Background: an optimization exercise with open tools, aiming at small area and a short achievable clock period. Do not read the settings as production practice. Function was not checked in any run shown here: the RTL went through the layout flow alone. Power figures rest on the tool's default switching activity, not on a simulated workload.

==> flow/design.v (outline; a module is shown in full before it is edited, if it fits) <==
// module fp32_mul: 1756 lines
// module fp32_mul_fa: 10 lines
// module fp32_mul_bsel: 9 lines
// module fp32_mul_bneg: 7 lines
// module fp32_mul_ha: 9 lines
module fp32_mul(
    input wire clk,
    input wire [31:0] a,         
    input wire [31:0] b,         
    input wire [2:0] rm,         
    output reg [31:0] result,    
    output wire nv,              
    output wire of,              
    output wire uf,              
    output wire nx               
);
  // ...
==> flow/run.sh <==
#!/bin/bash
# synth_recipe.tcl (not shown) runs the flow's synth.tcl, then flattens the netlist and writes it again
# the make line also repeats each setting of config.mk as NAME=value (left out here)
make -C /OpenROAD-flow-scripts/flow DESIGN_CONFIG=/design/flow/config.mk WORK_HOME=/design/flow/orfs CLKGATE_MAP_FILE= SYNTH_SCRIPT=/design/flow/synth_recipe.tcl finish
==> flow/config.mk <==
export PLATFORM = sky130hd
export DESIGN_NAME = fp32_mul
export DESIGN_NICKNAME = fp32_mul
export VERILOG_FILES = /design/flow/design.v
export SDC_FILE = /design/flow/constraint.sdc
export NUM_CORES = 4
export LEC_CHECK = 0
export CAP_MARGIN = 20
export CORE_MARGIN = 2
export CORE_UTILIZATION = 40
export SETUP_SLACK_MARGIN = 3.9
export SLEW_MARGIN = 20
export SYNTH_HIERARCHICAL = 1
==> flow/constraint.sdc <==
create_clock -name core_clock -period 8.2 [get_ports {clk}]
set_input_delay 1.6400 -clock core_clock [delete_from_list [all_inputs] [get_ports {clk}]]
set_output_delay 1.6400 -clock core_clock [all_outputs]
set_load 0.01 [all_outputs]
==> summary.md, run 1 <==
| Metric | Value |
|---|---|
| Outcome | `no timing/DRC/antenna violations` |
| Reg power frac | `13.5%` |
| Largest net degree at the start of global routing | `51` |
| Crit-path cells | `and3_4 -> and3_4 -> nand2_4 -> nor4_4 -> a41o_2 -> a21oi_4 -> or2_4 -> o21ai_4 -> buf_6 -> buf_6 -> a21oi_1 -> buf_2` |
| Die area | `66800 sq um` |
| Ys async rst share | `0%` |
| Syn Std Cell Area | `25900 sq um` |
| Port-buffer cells | `103` |
| Period minus WS final | `4.74 ns` |
| Slowest CP cell | `nor4_4` |
| H-tree levels | `1` |
| Power Combinational | `0.0108 W` |
| # fillers | `5969` |
| GRT overflow | `0` |
| Drt wl/cell | `25.5 um` |
| Critical path's largest stage delay | `0.36 ns` |
| Non-clock inverters | `69` |
| R2R Setup Slk | `3.90 ns` |
| Via density | `6.18` |
| Setup TNS | `0 ns` |
| Global-route wire length before repair | `148 mm` |
| DIE WIDTH | `259 um` |
| Met3 WL | `8.42 mm` |
| Max-slew headroom | `38.3%` |
| # DRC | `0` |
| Syn Area/Cell | `9.60 sq um` |
| Post-Synth XOR/XNOR Area | `13.2%` |
| Utilization after layout | `48.9%` |
| Placed cell count | `3649` |
| CTS max path bufs | `3` |
| CTS Hold Buffers Added | `0` |
| Initial drt markers | `2051` |
| Synth top area share | `20.8%` |
| Register Area | `4800 sq um` |
| Top Consumer | `combinational cells` |
| Tightest Pin Transition | `0.925 ns` |
| Cell area power density | `441 nW/um^2` |
| Clock-cell share | `2.90%` |
| Placed inst area | `28500 sq um` |
| Multi-input combinational area share | `68.7%` |
| Highest Signal Layer | `met4` |
| Vias | `23800` |
| Clock sink count | `236` |
==> run 2: changes to the inputs <==
--- a/flow/design.v
+++ b/flow/design.v
@@ -1705,41 +1705,43 @@
     wire s2_inexact = g | rest;
     wire s2_add_one = (s2_m_rne & g & (lsbit | rest)) |
                       (s2_m_rmm & g) |
                       (s2_m_away & s2_inexact);
     wire [23:0] s2_mant = hi ? sig[26:3] : sig[25:2];
     wire s2_inc = hi ? (s2_add_one & sig[2]) : s2_add_one;
     reg [23:0] s3_mant;
     reg s3_inc;
+    reg s3_all_ones;
     reg s3_hi;
     reg s3_inexact;
     reg s3_sign;
     reg [7:0] s3_exp;
     reg s3_exp_le0, s3_exp_ge255, s3_exp_eq254;
     reg s3_of_to_max;
     reg s3_invalid, s3_is_nan, s3_is_inf, s3_is_zero;
     always @(posedge clk) begin
         s3_mant <= s2_mant;
         s3_inc <= s2_inc;
+        s3_all_ones <= &s2_mant;
         s3_hi <= hi;
         s3_inexact <= s2_inexact;
         s3_sign <= s2_sign;
         s3_exp <= s2_exp;
         s3_exp_le0 <= s2_exp_le0;
         s3_exp_ge255 <= s2_exp_ge255;
         s3_exp_eq254 <= s2_exp_eq254;
         s3_of_to_max <= ~(s2_m_rne | s2_m_rmm | s2_m_away);
         s3_invalid <= s2_invalid;
         s3_is_nan <= s2_is_nan;
         s3_is_inf <= s2_is_inf;
         s3_is_zero <= s2_is_zero;
     end
     wire [24:0] rounded = {1'b0, s3_mant} + {24'b0, s3_inc};
-    wire carry = s3_hi | rounded[24];
+    wire carry = s3_hi | (s3_inc & s3_all_ones);    
     wire ovf = ~s3_exp_le0 & (s3_exp_ge255 | (s3_exp_eq254 & carry));
     wire [7:0] res_exp = s3_exp_le0 ? {7'b0, rounded[23]} : (carry ? s3_exp + 8'd1 : s3_exp);
     wire special = s3_is_nan | s3_is_inf | s3_is_zero;
     assign nv = s3_invalid;
     assign of = ~special & ovf;
     assign uf = ~special & s3_exp_le0 & ~rounded[23] & s3_inexact;
     assign nx = ~special & (s3_inexact | ovf);
     always @* begin
==> summary.md, run 2 <==
| Metric | Value |
|---|---|
| GP Congestion | `0.979 (was 0.927)` |
| Final max-slew violation count | `0 (unchanged)` |
| Sequential share of the synthesized area | `17.7% (was 18.2%)` |
| Router iterations before antenna repair | `8 (unchanged)` |
| Max Fclk | `0.215 GHz (was 0.211 GHz)` |
| M1 WL | `42.7 mm (was 38.7 mm)` |
| Final Cycle Share | `56.8% (was 57.9%)` |
| RSZ-0062 raised after global routing | `true (unchanged)` |
| Antenna-violating nets left | `0 (unchanged)` |
| Reg clk slew, reported paths | `0.06 ns (about the same)` |
| Die Height | `263 um (was 259 um)` |
| Detail Placement HPWL | `71.2 mm (was 66.6 mm)` |
| Setup TNS | `0 ns (unchanged)` |
| Crit end category | `flop (was output pin)` |
| CTS Hold Buffers Added | `0 (unchanged)` |
| Synth top area share | `20.1% (was 20.8%)` |
| CP Class | `reg -> reg (was reg -> out)` |
| Layout area overhead | `22.6% (was 21.3%)` |
| Hold Startpoint | `s2_invalid$_DFF_P_ (was s2_exp[6]$_DFF_P_)` |
| # DRC | `0 (unchanged)` |
| CP required | `8.66 ns (was 6.56 ns)` |
| Metal2 WL | `48.8 mm (was 45.5 mm)` |
| Reg power frac | `12.2% (was 13.5%)` |
| Most frequent cells in the layout | `xor2_1, a22o_1, fa_1 (unchanged)` |
| Pint | `0.00711 W (was 0.00686 W)` |
| P_sw | `0.00786 W (was 0.00701 W)` |
| Final Hold Fails | `0 (unchanged)` |
| Max-slew headroom | `32.9% (was 38.3%)` |
| Worst hold path class | `reg -> reg (unchanged)` |
| Vias | `25800 (was 23800)` |
| Hold Crit Depth | `0 (unchanged)` |
| Largest cells by area after synthesis | `fa_1, dfxtp_1, xor2_1, a22o_1, ha_1 (unchanged)` |
| Highest Signal Layer | `met5 (was met4)` |
| Most numerous cell in the Yosys netlist | `xor2_1 (unchanged)` |
| Ys async rst share | `0% (unchanged)` |
| Tightest Pin Transition | `1.01 ns (was 0.925 ns)` |
| DIE WIDTH | `263 um (was 259 um)` |
| Share of cells above drive strength 1 | `17.3% (was 16.6%)` |
| Die area | `69200 sq um (was 66800 sq um)` |
| Warnings, synthesis | `10 (unchanged)` |
| CTS Root Buffer Type | `clkbuf_16 (unchanged)` |
| Final setup viols | `0 (unchanged)` |
| Period minus WS final | `4.65 ns (was 4.74 ns)` |
| Met3 WL | `9.88 mm (was 8.42 mm)` |
| Hold endpoint | `s3_invalid$_DFF_P_ (was s3_exp[6]$_DFF_P_)` |
| GRT overflow | `0 (unchanged)` |
| CTS max path bufs | `3 (unchanged)` |
| Yosys top cell by area | `fa_1 (unchanged)` |
| Syn Area/Cell | `9.35 sq um (was 9.60 sq um)` |
| Most common cell after layout, fill and taps aside | `xor2_1 (unchanged)` |
| Clock sink count | `237 (was 236)` |
| Worst vdd ir | `0.204 mV (was 0.252 mV)` |
| Largest net degree at the start of global routing | `74 (was 51)` |
| Vias in the first global route | `26200 (was 24500)` |
| Final nets | `3599 (was 3414)` |
| Clock Power Share | `8.1% (was 9.0%)` |
| I/O pin count | `104 (unchanged)` |
| Reg2reg start | `clo2$_DFF_P_ (was mb[7]$_DFF_P_)` |
| Outcome | `no timing/DRC/antenna violations (unchanged)` |
| Crit-path max FO | `7 (was 4)` |
| CTS tree | `built (unchanged)` |
| Biggest regs | `tc2: 36 flops, ts2: 36 flops (unchanged)` |
| Port-buffer cells | `103 (unchanged)` |
| Total CTS buffers | `26 (unchanged)` |
| Tot GR Track Use | `30.0% (was 28.6%)` |
| Global-route wire length before repair | `161 mm (was 148 mm)` |
| EDFF count, synth | `0 (unchanged)` |
| Top cells by count, synth | `xor2_1, a22o_1, fa_1, dfxtp_1, nor2_1 (was xor2_1, a22o_1, fa_1, dfxtp_1, a21oi_1)` |
| RR Endpoint | `s3_all_ones$_DFF_P_ (was tc2[31]$_DFF_P_)` |
| Clock latency (worst-skew pair) | `0.55 ns (was 0.57 ns)` |
| Row Count | `94 (was 93)` |
| Syn Std Cell Area | `26800 sq um (was 25900 sq um)` |
| Synthesized flop and latch total | `237 (was 236)` |
| Drt wl/cell | `26.6 um (was 25.5 um)` |
| Initial cell density of the core | `40.6% (was 40.3%)` |
| Core area | `66100 sq um (was 64200 sq um)` |
| Worst r2r path cells | `17 (was 11)` |
| Synth cell types | `98 (was 96)` |
| Cell area power density | `455 nW/um^2 (was 441 nW/um^2)` |
| Via density | `6.39 (was 6.18)` |
| # fillers | `6142 (was 5969)` |
| R2R Setup Slk | `3.55 ns (was 3.90 ns)` |
| Ys flop type | `dfxtp_1 (unchanged)` |
| Initial antenna violation count | `4 (was 3)` |
| Leak | `13.4 nW (was 13.0 nW)` |
| CP startpoint kind | `flop (unchanged)` |
| WHS | `0.325 ns (about the same)` |
| Critical Path AT | `5.11 ns (was 3.10 ns)` |
| Net Sw Frac | `52.5% (was 50.6%)` |
| Initial drt markers | `2360 (was 2051)` |
| H-tree levels | `1 (unchanged)` |
| Total Wirelength | `108 mm (was 97.9 mm)` |
| Max-Cap Viols | `0 (unchanged)` |
| Post-Syn Instances | `2870 (was 2699)` |
| Gate power share | `79.7% (was 77.6%)` |
| Worst Skew | `0.0143 ns (was 0.0177 ns)` |
-- run 2: cell types whose count changed in the layout (fill, tap and decap cells not counted), moves of 15 or more --
cell and delta:
nor2_1 +19, nand3_1 +26, nand2_1 +21, clkdlybuf4s50_1 +15, o211ai_1 +21, buf_4 +28
mux2i_1 -32, buf_2 -30
-- run 2: layout make-up --
cell class | instances | area [sq um] | share of cell area, %
antenna | 1 | 2.50 | 0.00761
sequential | 237 | 4820 | 14.6
clock inverter | 11 | 126 | 0.384
inverter | 79 | 297 | 0.902
timing repair buffer | 316 | 3010 | 9.16
multi-input combinational | 2493 | 22800 | 69.2
tap | 864 | 1080 | 3.29
clock buffer | 37 | 785 | 2.39
-- run 2: worst max-delay path by stage --
stage	slack, ns	startpoint	endpoint
floorplan	3.81	b[14]	s1_tzb[0]$_SDFF_PN1_
global placement	2.83	clo2$_DFF_P_	s3_all_ones$_DFF_P_
detailed placement	2.78	tc2[12]$_DFF_P_	s3_all_ones$_DFF_P_
CTS	3.62	clo2$_DFF_P_	s3_all_ones$_DFF_P_
global route	3.37	clo2$_DFF_P_	s3_all_ones$_DFF_P_
finish	3.55	clo2$_DFF_P_	s3_all_ones$_DFF_P_
-- run 2: critical path, cell delays in order (launching register included) --
cell and delay [ns]:
dfxtp_2 0.33, fa_2 0.22, inv_2 0.04, fa_2 0.35, nand2b_4 0.18, a211oi_4 0.32, o21ai_2 0.12, a2111oi_4 0.31
buf_6 0.19, o41ai_4 0.07, or3_4 0.43, mux4_2 0.49, o2bb2ai_2 0.17, mux4_2 0.49, or3_1 0.34, a21oi_2 0.14
o2111ai_1 0.13, nor4_2 0.25
-- run 2: power groups by stage --
| stage | registers [W] | clock network, W | logic, W |
|---|---|---|---|
| global placement | 0.00187 | 0 | 0.0107 |
| detailed placement | 0.00188 | 0 | 0.0108 |
| global route | 0.00187 | 0.00129 | 0.0129 |
| finish | 0.00183 | 0.00121 | 0.0119 |
| CTS | 0.00183 | 0.00124 | 0.0113 |
| floorplan | 0.00183 | 0 | 0.00728 |
-- run 2: kinds of logic after synthesis --
kind of cell    synth area share (%)
other cells                   0.0140
compound gates                  26.6
simple gates                    12.7
flops                           17.7
mux                             2.54
xor+xnor                        12.5
buf+inv                         2.89
fa+ha+maj                       25.2
-- run 2: per-layer routing --
metal  vias up  GRT usage [%]
met5         -              0
met4         4           15.1
met3       383           6.00
met2      1501           48.6
met1     12600           38.2
li1      11300              -
-- run 2: Yosys stat by module (local to each module, per instance) --
module,copies in the design,cell area [sq um],flops+latches
fp32_mul,1,16000,237
fp32_mul_bneg,300,8.76,0
fp32_mul_bsel,300,8.76,0
fp32_mul_ha,22,12.5,0
fp32_mul_fa,264,20.0,0
-- run 2: what timing repair did --
| item | CTS | global route |
|---|---|---|
| pin swaps | 54 | 36 |
| gates cloned | 10 | 0 |
| buffers inserted | 118 | 36 |
| setup endpoints to repair | 117 | 82 |
| endpoints found under the hold margin | 0 | 0 |
| resized for setup | 142 | 113 |
-- run 2: stage by stage --
step	std cells	instance area (sq um)	total power, W	utilization [%]	worst slack [ns]
finish	4038	32900	0.0150	49.8	3.55
global placement	3825	29500	0.0126	44.6	2.83
floorplan	2893	27400	0.00911	-	3.81
global route	4037	32900	0.0160	49.7	3.37
detailed placement	3825	29500	0.0127	44.6	2.78
CTS	4001	32100	0.0144	48.6	3.62
==> run 3: changes to the inputs <==
--- a/flow/config.mk
+++ b/flow/config.mk
@@ -8,6 +8,7 @@
 export CAP_MARGIN = 20
 export CORE_MARGIN = 2
 export CORE_UTILIZATION = 40
+export CTS_BUF_LIST = sky130_fd_sc_hd__clkbuf_4 sky130_fd_sc_hd__clkbuf_8
 export SETUP_SLACK_MARGIN = 3.9
 export SLEW_MARGIN = 20
 export SYNTH_HIERARCHICAL = 1
==> summary.md, run 3 <==
| Metric | Value |
|---|---|
| EDFF count, synth | `0 (unchanged)` |
| WHS | `0.320 ns (was 0.325 ns)` |
| Fin cells | `4074 (was 4038)` |
| Synth top area share | `20.1% (unchanged)` |
| Initial drt markers | `2495 (was 2360)` |
| Worst vdd ir | `0.202 mV (was 0.204 mV)` |
| Via density | `6.36 (was 6.39)` |
| Antenna-violating nets left | `0 (unchanged)` |
| CTS Root Buffer Type | `clkbuf_8 (was clkbuf_16)` |
| Tot GR Track Use | `30.3% (was 30.0%)` |
| Leak | `13.6 nW (was 13.4 nW)` |
| Worst hold path class | `reg -> reg (unchanged)` |
| Share of cells above drive strength 1 | `18.5% (was 17.3%)` |
| Max-slew headroom | `43.6% (was 32.9%)` |
| Port-buffer cells | `103 (unchanged)` |
| # DRC | `0 (unchanged)` |
| Crit end category | `flop (unchanged)` |
| Syn Area/Cell | `9.35 sq um (unchanged)` |
| Outcome | `no timing/DRC/antenna violations (unchanged)` |
| RSZ-0062 raised after global routing | `true (unchanged)` |
| Warnings, synthesis | `10 (unchanged)` |
| Yosys top cell by area | `fa_1 (unchanged)` |
| Hold Crit Depth | `0 (unchanged)` |
| CP startpoint kind | `flop (unchanged)` |
| Placed cell count | `3825 (unchanged)` |
| Final max-slew violation count | `0 (unchanged)` |
| Top cells by count, synth | `xor2_1, a22o_1, fa_1, dfxtp_1, nor2_1 (unchanged)` |
| Period minus WS final | `4.64 ns (was 4.65 ns)` |
| Final Cycle Share | `56.6% (was 56.8%)` |
| Most numerous cell in the Yosys netlist | `xor2_1 (unchanged)` |
| Initial antenna violation count | `2 (was 4)` |
| Clock latency (worst-skew pair) | `0.64 ns (was 0.55 ns)` |
| Cell area power density | `452 nW/um^2 (was 455 nW/um^2)` |
| Drt wl/cell | `26.6 um (about the same)` |
| Synth cell types | `98 (unchanged)` |
| CP required | `8.71 ns (was 8.66 ns)` |
| Final Hold Fails | `0 (unchanged)` |
| Total CTS buffers | `42 (was 26)` |
| Detail Placement HPWL | `71.2 mm (unchanged)` |
| Max Fclk | `0.215 GHz (about the same)` |
| Syn Std Cell Area | `26800 sq um (unchanged)` |
| Router iterations before antenna repair | `9 (was 8)` |
| CTS tree | `built (unchanged)` |
| Reg clk slew, reported paths | `0.06 ns (about the same)` |
| Max-Cap Viols | `0 (unchanged)` |
| Global-route wire length before repair | `162 mm (was 161 mm)` |
| Die Height | `263 um (unchanged)` |
| Worst r2r path cells | `17 (unchanged)` |
| Post-Syn Instances | `2870 (unchanged)` |
| CTS Hold Buffers Added | `0 (unchanged)` |
| Final nets | `3622 (was 3599)` |
| Die area | `69200 sq um (unchanged)` |
| CTS max path bufs | `3 (unchanged)` |
| Core area | `66100 sq um (unchanged)` |
| Worst Skew | `0.0651 ns (was 0.0143 ns)` |
| Ys async rst share | `0% (unchanged)` |
| DIE WIDTH | `263 um (unchanged)` |
| Vias in the first global route | `26400 (was 26200)` |
| Initial cell density of the core | `40.6% (unchanged)` |
| I/O pin count | `104 (unchanged)` |
| H-tree levels | `2 (was 1)` |
| Biggest regs | `tc2: 36 flops, ts2: 36 flops (unchanged)` |
| GRT overflow | `0 (unchanged)` |
| Sequential share of the synthesized area | `17.7% (unchanged)` |
| Critical Path AT | `5.16 ns (was 5.11 ns)` |
| Final setup viols | `0 (unchanged)` |
| Total Wirelength | `108 mm (about the same)` |
| Layout area overhead | `23.6% (was 22.6%)` |
| Most common cell after layout, fill and taps aside | `xor2_1 (unchanged)` |
| CP Class | `reg -> reg (unchanged)` |
| Largest cells by area after synthesis | `fa_1, dfxtp_1, xor2_1, a22o_1, ha_1 (unchanged)` |
| Vias | `25900 (was 25800)` |
| GP Congestion | `0.979 (unchanged)` |
| Setup TNS | `0 ns (unchanged)` |
| Largest net degree at the start of global routing | `74 (unchanged)` |
| Clock sink count | `237 (unchanged)` |
| Crit-path max FO | `7 (unchanged)` |
| Synthesized flop and latch total | `237 (unchanged)` |
| Most frequent cells in the layout | `xor2_1, a22o_1, fa_1 (unchanged)` |
| Tightest Pin Transition | `0.846 ns (was 1.01 ns)` |
| Ys flop type | `dfxtp_1 (unchanged)` |
| Row Count | `94 (unchanged)` |
run 3: report_power, final:
group          switching (W)  internal [W]  leakage [nW]
registers           0.000206       0.00163          1.99
clock network       0.000506      0.000743         0.509
logic                0.00716       0.00475          11.1
total                0.00787       0.00712          13.6
run 3: what timing repair did:
item,4_1_cts,5_1_grt
gates resized for setup,157,117
endpoints found under the hold margin,0,0
gates cloned,10,1
pin swaps,67,55
buffers inserted,128,32
setup endpoints to repair,119,83
run 3: kinds of logic (layout without fill, tap and decap cells):
family | Yosys count | in the layout | synth area share, %
other | 1 | 28 | 0.0140
flip-flops | 237 | 237 | 17.7
adder cells (fa/ha/maj) | 378 | 378 | 25.2
buffers and inverters | 173 | 476 | 2.89
XOR/XNOR | 383 | 387 | 12.5
multiplexers | 57 | 57 | 2.54
AO/OA/AOI/OAI | 950 | 953 | 26.6
AND/OR/NAND/NOR | 691 | 694 | 12.7
run 3: Yosys stat by module, one instance, submodules excluded:
module | flip-flops and latches | cells inside
fp32_mul | 237 | 1984
fp32_mul_bneg | 0 | 1
fp32_mul_bsel | 0 | 1
fp32_mul_fa | 0 | 1
fp32_mul_ha | 0 | 1
run 3: final cells by class:
type	count	area, sq um
Clock buffer	64	825
Timing Repair Buffer	323	3130
Inverter	79	300
Clock inverter	10	156
Fill cell	6129	33000
Tap cell	864	1080
Antenna cell	4	10.0
Sequential cell	237	4820
Multi-Input combinational cell	2493	22800
run 3: path summary, 6_finish.rpt:
kind,slack [ns],from,end
max,3.56,ts2[12]$_DFF_P_,s3_all_ones$_DFF_P_
min,0.32,s1_m_rmm$_DFF_P_,s2_m_rmm$_DFF_P_
max reg2reg,3.56,ts2[12]$_DFF_P_,s3_all_ones$_DFF_P_
min reg2reg,0.32,s1_m_rmm$_DFF_P_,s2_m_rmm$_DFF_P_
run 3: worst max-delay path: stages, from the launching register on:
cell and delay [ns]:
dfxtp_2 0.33, fa_2 0.23, inv_2 0.04, fa_2 0.35
nand2b_4 0.18, a211oi_4 0.31, o21ai_2 0.12, a2111oi_4 0.31
buf_6 0.19, o41ai_2 0.08, or3_4 0.43, mux4_2 0.49
o2bb2ai_2 0.17, mux4_2 0.49, or3_1 0.34, a21oi_2 0.14
o2111ai_1 0.13, nor4_2 0.26
run 3: metal layers:
layer	global-route usage, %	routed length, um	up-vias
met1	38.1	43100	12700
met3	6.31	9800	367
met5	0	0	-
met4	15.7	6050	0
li1	-	-	11300
met2	48.9	49400	1510
run 3: metrics by stage:
step	util, %	area (sq um)	total power, W	setup WS (ns)
3_5_place_dp	44.6	29500	0.0127	2.78
4_1_cts	48.9	32300	0.0145	3.63
5_1_grt	50.1	33100	0.0161	3.39
6_report	50.1	33100	0.0150	3.56
2_1_floorplan	-	27400	0.00911	3.81
3_3_place_gp	44.6	29500	0.0126	2.83

## separate check: timing with driven ports
The results above use ideal ports. As a check the final layouts listed here were re-extracted and re-timed, cells and wires unchanged. Step 1 sets driving cells, clkbuf_16 on the clock port and buf_2 on the other inputs (assumed; they add their load-dependent delay and slew). Step 2 adds t to the input delays and takes it off the output delays; t is the mean of the earliest and latest rising clock arrival at the registers after step 1. Input paths then give back, and output paths get back, about the clock's delay inside the block. Three values: ideal ports, drivers, drivers and shift; two values: the first two.
| run | t, ns | slack for setup (ns) | worst setup path at the end | slew at the worst register clock pin (ns) |
|---|---|---|---|---|
| run 1 | 0.622 | 3.456 / 3.392 / 3.481 | input to register | 0.07 / 0.07 |
| run 2 | 0.610 | 3.545 / 3.545 / 3.436 | input to register | 0.06 / 0.06 |
| run 3 | 0.669 | 3.555 / 3.555 / 3.386 | input to register | 0.07 / 0.07 |
After both steps setup and hold are still met in every run listed. For run 3, which loses most, drivers alone change the setup slack by 0.000 ns; drivers and shift together by -0.169 ns.
